What follows belongs to an exercise in optimizing a design on an open flow for small area; a production flow would make more cautious choices. The RTL was checked by simulation tests, not by an equivalence proof against the original design. The flow treats the clock pin as an ideal source, which a real chip does not have. Power is estimated from default activity; no workload was simulated.

==> trial 1: inputs <==
// meanfilter
module meanfilter #(
    parameter           DATA_WITH    =  24,
    parameter    [7:0]  MEAN_Level   =  7
)
(
    input       wire                        clk,
    input       wire                        rst,
    input       wire                        en,
    input       wire                        iValid,
    input       wire [DATA_WITH-1:0]        iData,
    output      wire [DATA_WITH + MEAN_Level -1:0] oData,
    output      wire                        oReady
);
==> module meanfilter, before the edit <==
module meanfilter #(
    parameter           DATA_WITH    =  24,
    parameter    [7:0]  MEAN_Level   =  7
)
(
    input       wire                        clk,
    input       wire                        rst,
    input       wire                        en,
    input       wire                        iValid,
    input       wire [DATA_WITH-1:0]        iData,
    output      wire [DATA_WITH + MEAN_Level -1:0] oData,
    output      wire                        oReady
);
reg  [4:0]  v;       
reg  [1:0]  prev;    
reg         z;       
reg  [1:0]  cn;      
reg  [30:0] rn;      
reg  [3:0]  tn;      
wire st0 = iValid & ~v[0];
wire st1 = v[0] & ~v[1];
wire st2 = v[1] & ~v[2];
wire st3 = v[2] & ~v[3];
wire st4 = v[3] & ~v[4];
wire p0  = ~(st1 | st2 | st3 | st4);
wire shift = en & (st0 | st1 | st2 | st3 | st4);
wire wrap = (prev == 2'b11 && iData[23:22] == 2'b00) ||
            (prev == 2'b00 && iData[23:22] == 2'b11);
wire g0 = z ? st1 : p0;
wire g1 = z ? st2 : st1;
wire g2 = z ? st3 : st2;
wire g3 = z ? st4 : st3;
wire [6:0] xdn = ~(({7{g0}} & iData[6:0]) | ({7{g1}} & iData[13:7]) |
                   ({7{g2}} & iData[20:14]) | ({7{g3}} & {4'b0, iData[23:21]}));
wire ga = z | p0;
wire gb = z | st4;
wire [6:0] an = {rn[6:3] | {4{ga | st4}}, rn[2:0] | {3{ga}}};
wire [6:0] bn = ~(rn[13:7] | {{4{gb | st3}}, {3{gb}}});
wire       ci = p0 | (z & st1);      
wire [1:0] cin = ci ? 2'b10 : cn;
wire [6:0] psn = an ^ bn ^ xdn;
wire [6:0] pcn = (an & bn) | (an & xdn) | (bn & xdn);
wire [7:0] rcn;
wire [6:0] dn;
assign dn[0]  = psn[0] ^ cin[0] ^ cin[1];
assign rcn[0] = (psn[0] & cin[0]) | (psn[0] & cin[1]) | (cin[0] & cin[1]);
genvar j;
generate for (j = 1; j < 7; j = j + 1) begin : g_rip
    assign dn[j]  = psn[j] ^ pcn[j-1] ^ rcn[j-1];
    assign rcn[j] = (psn[j] & pcn[j-1]) | (psn[j] & rcn[j-1]) | (pcn[j-1] & rcn[j-1]);
end endgenerate
always @(posedge clk) begin
    if (rst)
        v <= 5'd0;
    else
        v <= {v[3:0], iValid};
    prev <= iData[23:22];
    if (rst)
        z <= 1'b1;
    else if (en & st0 & wrap)
        z <= 1'b1;
    else if (en & st4)
        z <= 1'b0;
    cn <= {pcn[6], rcn[6]};
    tn <= dn[6:3];
    if (shift)
        rn <= {dn[2:0], {tn, rn[30:28]} | {7{z & st1}}, rn[27:7]};
end
assign oData  = en ? (z ? 31'd0 : ~rn) : {iData, 7'b0};
assign oReady = v[4];
endmodule
export LEC_CHECK = 0
export ABC_AREA = 1
export CAP_MARGIN = 0
export CORE_MARGIN = 2
export CORE_UTILIZATION = 65
export SLEW_MARGIN = 0
create_clock -name core_clock -period 5.0 [get_ports {clk}]
standard.sh (not shown) runs the stock make flow with config.mk's settings and CLKGATE_MAP_FILE= SYNTH_SCRIPT=/design/flow/synth_recipe.tcl, a recipe that flattens the netlist after the stock synthesis.
==> flow/flow/run.sh <==
#!/bin/bash
set -euo pipefail
rm -rf scripts_local
cp -r "$FLOW_HOME/scripts" scripts_local
cp flow/abc_area.script scripts_local/abc_area.script
export SCRIPTS_DIR="$PWD/scripts_local"
export BUFFER_PORTS_ARGS="-buffer_cell sky130_fd_sc_hd__buf_1"
export PRE_CTS_TCL="$PWD/flow/manual_cts.tcl"
export CTS_ARGS="-clk_nets clk -dont_use_dummy_load"
export MCTS_N=3 MCTS_CELL=sky130_fd_sc_hd__clkbuf_8 MCTS_ROOT=sky130_fd_sc_hd__clkbuf_1
RES="$PWD/orfs/results/sky130hd/meanfilter/base"
bash standard.sh "$RES/1_2_yosys.v" > synth.log 2>&1
python3 flow/fa_pins.py "$RES/1_2_yosys.v" > fa_pins.log 2>&1
# the platform's don't-use cells, plus the larger plain buffers, so that repair
# buffers high-fanout nets with buf_1/buf_2
DONT_USE="sky130_fd_sc_hd__probe_p_8 sky130_fd_sc_hd__probec_p_8 sky130_fd_sc_hd__lpflow_bleeder_1 sky130_fd_sc_hd__lpflow_clkbufkapwr_1 sky130_fd_sc_hd__lpflow_clkbufkapwr_16 sky130_fd_sc_hd__lpflow_clkbufkapwr_2 sky130_fd_sc_hd__lpflow_clkbufkapwr_4 sky130_fd_sc_hd__lpflow_clkbufkapwr_8 sky130_fd_sc_hd__lpflow_clkinvkapwr_1 sky130_fd_sc_hd__lpflow_clkinvkapwr_16 sky130_fd_sc_hd__lpflow_clkinvkapwr_2 sky130_fd_sc_hd__lpflow_clkinvkapwr_4 sky130_fd_sc_hd__lpflow_clkinvkapwr_8 sky130_fd_sc_hd__lpflow_decapkapwr_12 sky130_fd_sc_hd__lpflow_decapkapwr_3 sky130_fd_sc_hd__lpflow_decapkapwr_4 sky130_fd_sc_hd__lpflow_decapkapwr_6 sky130_fd_sc_hd__lpflow_decapkapwr_8 sky130_fd_sc_hd__lpflow_inputiso0n_1 sky130_fd_sc_hd__lpflow_inputiso0p_1 sky130_fd_sc_hd__lpflow_inputiso1n_1 sky130_fd_sc_hd__lpflow_inputiso1p_1 sky130_fd_sc_hd__lpflow_inputisolatch_1 sky130_fd_sc_hd__lpflow_isobufsrc_1 sky130_fd_sc_hd__lpflow_isobufsrc_16 sky130_fd_sc_hd__lpflow_isobufsrc_2 sky130_fd_sc_hd__lpflow_isobufsrc_4 sky130_fd_sc_hd__lpflow_isobufsrc_8 sky130_fd_sc_hd__lpflow_isobufsrckapwr_16 sky130_fd_sc_hd__lpflow_lsbuf_lh_hl_isowell_tap_1 sky130_fd_sc_hd__lpflow_lsbuf_lh_hl_isowell_tap_2 sky130_fd_sc_hd__lpflow_lsbuf_lh_hl_isowell_tap_4 sky130_fd_sc_hd__lpflow_lsbuf_lh_isowell_4 sky130_fd_sc_hd__lpflow_lsbuf_lh_isowell_tap_1 sky130_fd_sc_hd__lpflow_lsbuf_lh_isowell_tap_2 sky130_fd_sc_hd__lpflow_lsbuf_lh_isowell_tap_4 sky130_fd_sc_hd__buf_4 sky130_fd_sc_hd__buf_6 sky130_fd_sc_hd__buf_8 sky130_fd_sc_hd__buf_12 sky130_fd_sc_hd__buf_16"
bash standard.sh DONT_USE_CELLS="$DONT_USE" finish > standard.log 2>&1
==> flow/flow/abc_area.script <==
strash
dch -f
map -a
Other scripts of this flow, unchanged in this note and not shown: flow/flow/fa_pins.py, flow/flow/manual_cts.tcl
==> trial 57: changes against trial 1 <==
==> flow/flow/run.sh (replaced) <==
#!/bin/bash
set -euo pipefail
rm -rf scripts_local
cp -r "$FLOW_HOME/scripts" scripts_local
cp flow/abc_area.script scripts_local/abc_area.script
export SCRIPTS_DIR="$PWD/scripts_local"
export BUFFER_PORTS_ARGS="-buffer_cell sky130_fd_sc_hd__buf_1"
export PRE_CTS_TCL="$PWD/flow/manual_cts.tcl"
export CTS_ARGS="-clk_nets clk -dont_use_dummy_load"
export MCTS_N=3 MCTS_CELL=sky130_fd_sc_hd__clkbuf_8 MCTS_ROOT=sky130_fd_sc_hd__clkbuf_1
RES="$PWD/orfs/results/sky130hd/meanfilter/base"
bash standard.sh "$RES/1_2_yosys.v" > synth.log 2>&1
python3 flow/fa_pins.py "$RES/1_2_yosys.v" > fa_pins.log 2>&1
bash standard.sh > standard.log 2>&1
--- a/flow/config.mk
+++ b/flow/config.mk
@@ -9,4 +9,4 @@
 export CAP_MARGIN = 0
 export CORE_MARGIN = 2
-export CORE_UTILIZATION = 65
+export CORE_UTILIZATION = 80
 export SLEW_MARGIN = 0
==> trial 76: changes against trial 1 <==
--- a/flow/design.v
+++ b/flow/design.v
@@ -14,6 +14,8 @@
 );
 reg  [4:0]  v;       
-reg  [1:0]  prev;    
+reg         p11;     
+reg         p00;     
 reg         z;       
+reg         l0;      
 reg  [1:0]  cn;      
 reg  [30:0] rn;      
@@ -25,19 +27,13 @@
 wire st4 = v[3] & ~v[4];
 wire p0  = ~(st1 | st2 | st3 | st4);
-wire shift = en & (st0 | st1 | st2 | st3 | st4);
-wire wrap = (prev == 2'b11 && iData[23:22] == 2'b00) ||
-            (prev == 2'b00 && iData[23:22] == 2'b11);
-wire g0 = z ? st1 : p0;
-wire g1 = z ? st2 : st1;
-wire g2 = z ? st3 : st2;
-wire g3 = z ? st4 : st3;
-wire [6:0] xdn = ~(({7{g0}} & iData[6:0]) | ({7{g1}} & iData[13:7]) |
-                   ({7{g2}} & iData[20:14]) | ({7{g3}} & {4'b0, iData[23:21]}));
+wire shift = en & (st0 | st1 | st2 | st3 | (st4 & ~z));
+wire wrap = (p11 & ~iData[23] & ~iData[22]) | (p00 & iData[23] & iData[22]);
+wire [6:0] xdn = ~(({7{p0}}  & iData[6:0]) | ({7{st1}} & iData[13:7]) |
+                   ({7{st2}} & iData[20:14]) | ({7{st3}} & {4'b0, iData[23:21]}));
 wire ga = z | p0;
-wire gb = z | st4;
+wire gb = z | st4 | (p0 & wrap);
 wire [6:0] an = {rn[6:3] | {4{ga | st4}}, rn[2:0] | {3{ga}}};
 wire [6:0] bn = ~(rn[13:7] | {{4{gb | st3}}, {3{gb}}});
-wire       ci = p0 | (z & st1);      
-wire [1:0] cin = ci ? 2'b10 : cn;
+wire [1:0] cin = p0 ? 2'b10 : cn;
 wire [6:0] psn = an ^ bn ^ xdn;
 wire [6:0] pcn = (an & bn) | (an & xdn) | (bn & xdn);
@@ -52,9 +48,11 @@
 end endgenerate
 always @(posedge clk) begin
+    v[0] <= iValid;
     if (rst)
-        v <= 5'd0;
+        v[4:1] <= 4'd0;
     else
-        v <= {v[3:0], iValid};
-    prev <= iData[23:22];
+        v[4:1] <= v[3:0];
+    p11 <= iData[23] & iData[22];
+    p00 <= ~(iData[23] | iData[22]);
     if (rst)
         z <= 1'b1;
@@ -63,10 +61,12 @@
     else if (en & st4)
         z <= 1'b0;
+    if (en & st4)
+        l0 <= z;
     cn <= {pcn[6], rcn[6]};
     tn <= dn[6:3];
     if (shift)
-        rn <= {dn[2:0], {tn, rn[30:28]} | {7{z & st1}}, rn[27:7]};
+        rn <= {dn[2:0], tn, rn[30:7]};
 end
-assign oData  = en ? (z ? 31'd0 : ~rn) : {iData, 7'b0};
+assign oData  = en ? (z ? 31'd0 : ~rn & {24'hffffff, {7{~l0}}}) : {iData, 7'b0};
 assign oReady = v[4];
 endmodule
==> flow/flow/run.sh (replaced) <==
#!/bin/bash
set -euo pipefail
rm -rf scripts_local
cp -r "$FLOW_HOME/scripts" scripts_local
cp flow/abc_area.script scripts_local/abc_area.script
export SCRIPTS_DIR="$PWD/scripts_local"
export BUFFER_PORTS_ARGS="-buffer_cell sky130_fd_sc_hd__buf_1"
export PRE_CTS_TCL="$PWD/flow/manual_cts.tcl"
export CTS_ARGS="-clk_nets clk -dont_use_dummy_load"
export MCTS_N=3 MCTS_CELL=sky130_fd_sc_hd__clkbuf_8 MCTS_ROOT=sky130_fd_sc_hd__clkbuf_1
RES="$PWD/orfs/results/sky130hd/meanfilter/base"
bash standard.sh "$RES/1_2_yosys.v" > synth.log 2>&1
python3 flow/fa_pins.py "$RES/1_2_yosys.v" > fa_pins.log 2>&1
# the platform's don't-use cells, plus the larger plain buffers, so that repair
# buffers high-fanout nets with buf_1/buf_2
DONT_USE="sky130_fd_sc_hd__probe_p_8 sky130_fd_sc_hd__probec_p_8 sky130_fd_sc_hd__lpflow_bleeder_1 sky130_fd_sc_hd__lpflow_clkbufkapwr_1 sky130_fd_sc_hd__lpflow_clkbufkapwr_16 sky130_fd_sc_hd__lpflow_clkbufkapwr_2 sky130_fd_sc_hd__lpflow_clkbufkapwr_4 sky130_fd_sc_hd__lpflow_clkbufkapwr_8 sky130_fd_sc_hd__lpflow_clkinvkapwr_1 sky130_fd_sc_hd__lpflow_clkinvkapwr_16 sky130_fd_sc_hd__lpflow_clkinvkapwr_2 sky130_fd_sc_hd__lpflow_clkinvkapwr_4 sky130_fd_sc_hd__lpflow_clkinvkapwr_8 sky130_fd_sc_hd__lpflow_decapkapwr_12 sky130_fd_sc_hd__lpflow_decapkapwr_3 sky130_fd_sc_hd__lpflow_decapkapwr_4 sky130_fd_sc_hd__lpflow_decapkapwr_6 sky130_fd_sc_hd__lpflow_decapkapwr_8 sky130_fd_sc_hd__lpflow_inputiso0n_1 sky130_fd_sc_hd__lpflow_inputiso0p_1 sky130_fd_sc_hd__lpflow_inputiso1n_1 sky130_fd_sc_hd__lpflow_inputiso1p_1 sky130_fd_sc_hd__lpflow_inputisolatch_1 sky130_fd_sc_hd__lpflow_isobufsrc_1 sky130_fd_sc_hd__lpflow_isobufsrc_16 sky130_fd_sc_hd__lpflow_isobufsrc_2 sky130_fd_sc_hd__lpflow_isobufsrc_4 sky130_fd_sc_hd__lpflow_isobufsrc_8 sky130_fd_sc_hd__lpflow_isobufsrckapwr_16 sky130_fd_sc_hd__lpflow_lsbuf_lh_hl_isowell_tap_1 sky130_fd_sc_hd__lpflow_lsbuf_lh_hl_isowell_tap_2 sky130_fd_sc_hd__lpflow_lsbuf_lh_hl_isowell_tap_4 sky130_fd_sc_hd__lpflow_lsbuf_lh_isowell_4 sky130_fd_sc_hd__lpflow_lsbuf_lh_isowell_tap_1 sky130_fd_sc_hd__lpflow_lsbuf_lh_isowell_tap_2 sky130_fd_sc_hd__lpflow_lsbuf_lh_isowell_tap_4 sky130_fd_sc_hd__buf_4 sky130_fd_sc_hd__buf_6 sky130_fd_sc_hd__buf_8 sky130_fd_sc_hd__buf_12 sky130_fd_sc_hd__buf_16 sky130_fd_sc_hd__clkbuf_4 sky130_fd_sc_hd__clkbuf_16 sky130_fd_sc_hd__dlygate4sd1_1 sky130_fd_sc_hd__dlygate4sd2_1 sky130_fd_sc_hd__dlygate4sd3_1 sky130_fd_sc_hd__clkdlybuf4s15_1 sky130_fd_sc_hd__clkdlybuf4s15_2 sky130_fd_sc_hd__clkdlybuf4s18_1 sky130_fd_sc_hd__clkdlybuf4s18_2 sky130_fd_sc_hd__clkdlybuf4s25_1 sky130_fd_sc_hd__clkdlybuf4s25_2 sky130_fd_sc_hd__clkdlybuf4s50_1 sky130_fd_sc_hd__clkdlybuf4s50_2 sky130_fd_sc_hd__dlymetal6s2s_1 sky130_fd_sc_hd__dlymetal6s4s_1 sky130_fd_sc_hd__dlymetal6s6s_1"
bash standard.sh DONT_USE_CELLS="$DONT_USE" finish > standard.log 2>&1
==> flow/flow/abc_area.script (replaced) <==
strash
dch -f
map -a
strash
dch -f
amap
==> build 6: changes against trial 1 <==
==> flow/flow/run.sh (replaced) <==
#!/bin/bash
set -euo pipefail
rm -rf scripts_local
cp -r "$FLOW_HOME/scripts" scripts_local
cp flow/abc_area.script scripts_local/abc_area.script
export SCRIPTS_DIR="$PWD/scripts_local"
export BUFFER_PORTS_ARGS="-buffer_cell sky130_fd_sc_hd__buf_1"
export DONT_USE_CELLS="sky130_fd_sc_hd__buf_4 sky130_fd_sc_hd__buf_6 sky130_fd_sc_hd__buf_8 sky130_fd_sc_hd__buf_12 sky130_fd_sc_hd__buf_16"
export PRE_CTS_TCL="$PWD/flow/manual_cts.tcl"
export CTS_ARGS="-clk_nets clk -dont_use_dummy_load"
export MCTS_N=3 MCTS_CELL=sky130_fd_sc_hd__clkbuf_8 MCTS_ROOT=sky130_fd_sc_hd__clkbuf_1
RES="$PWD/orfs/results/sky130hd/meanfilter/base"
bash standard.sh "$RES/1_2_yosys.v" > synth.log 2>&1
python3 flow/fa_pins.py "$RES/1_2_yosys.v" > fa_pins.log 2>&1
bash standard.sh > standard.log 2>&1
==> notes <==
Trial 76 finished clean. Trial 1 finished clean. Build 6 completed without violations. Trial 57 did not get past global placement (3_3_place_gp) (GPL-0301). Of build 6 and trial 76, build 6 has the higher synthesized cell count (gap about 14%, measured against trial 76). Between trial 76 and build 6, the lower flip-flop and latch count is in build 6 (gap 1). Register-to-register slack is about the same in trial 1 and build 6. Area after synthesis is the same in build 6 and trial 57. Core utilization: build 6 < trial 1 < trial 76. Critical path depth: trial 1 > trial 76 > build 6. Sequential power is about the same in trial 1 and build 6. Clock skew, lowest first: trial 1, build 6, trial 76. In build 6 the via count is larger than in trial 76, by 0.70%. Between trial 76 and build 6, the lower wire length is in build 6 (gap about 5%, measured against build 6).
==> figures <==
                                                                                     build 6                 trial 76                         trial 57                  trial 1
Run status                                                           complete, no violations  complete, no violations        aborted with a tool error  complete, no violations
Stage where the flow stopped                                                               -                        -  global placement (3_3_place_gp)                        -
Worst EP required                                                                    5.35 ns                  5.36 ns                                -                  5.32 ns
Max capacitance violation total                                                            0                        0                                -                        0
Wire length per cell after detailed routing                                          14.7 um                  16.5 um                                -                  15.0 um
P_int                                                                             0.000570 W               0.000594 W                                -               0.000569 W
Total wire length after detailed routing                                             4710 um                  4960 um                                -                  4810 um
All-layer global routing usage                                                         24.9%                    27.7%                                -                    25.5%
Number of flip-flops and latches                                                          45                       46                                -                       45
Worst Reg-to-Reg Cells                                                                    14                       15                                -                       16
Worst min path class                                                  flip-flop to flip-flop   flip-flop to flip-flop                                -   flip-flop to flip-flop
Crit Path Max Fanout                                                                       6                        4                                -                        4
Uppermost layer routed                                                                  met4                     met4                                -                     met4
Fraction of area in multi-input gates                                                  32.5%                    32.5%                                -                    32.5%
Met2 Usage GRT                                                                         39.2%                    48.7%                                -                    42.3%
Register area share after synthesis                                                    55.7%                    59.0%                            55.7%                    55.7%
Effective utilization at floorplan                                                     66.2%                    68.4%                            86.2%                    66.2%
Area used by sequential logic in the layout                                       1210 sq um               1240 sq um                                -               1210 sq um
Maximum cell stage delay along the critical path                                     0.51 ns                  0.59 ns                                -                  0.51 ns
Critical hold path startpoint                                                           v[2]                    tn[0]                                -                     v[1]
Flip-flop count of the largest register, all copies and words added                       31                       31                                -                       31
P_comb                                                                            0.000137 W               0.000144 W                                -               0.000136 W

==> what the ideal ports hide <==
The results above use ideal ports. As a check the final layouts listed here were re-extracted and re-timed, cells and wires unchanged. Step 1 sets driving cells, clkbuf_16 on the clock port and buf_2 on the other inputs (assumed; they add their load-dependent delay and slew). Step 2 adds t to the input delays and takes it off the output delays; t is the mean of the earliest and latest rising clock arrival at the registers after step 1. Input paths then give back, and output paths get back, about the clock's delay inside the block. Slacks: ideal ports / drivers / drivers and shift; pairs: ideal ports / drivers.
run | t, ns | setup WS [ns] | worst hold slack (ns) | clock arrival spread, ns | cell pins on the clock port's net
trial 1 | 0.452 | 0.216 / 0.216 / 0.137 | 0.436 / 0.436 / 0.436 | 0.013 / 0.013 | 1
trial 76 | 0.493 | 0.283 / 0.283 / -0.036 | 0.422 / 0.422 / 0.422 | 0.017 / 0.017 | 1
build 6 | 0.476 | 0.229 / 0.229 / 0.118 | 0.438 / 0.438 / 0.438 | 0.015 / 0.015 | 1
Met with ideal ports but missed after step 2: setup timing in trial 76. The setup slack of trial 76, which loses most, moves by 0.000 ns with the drivers and by -0.319 ns with both steps.
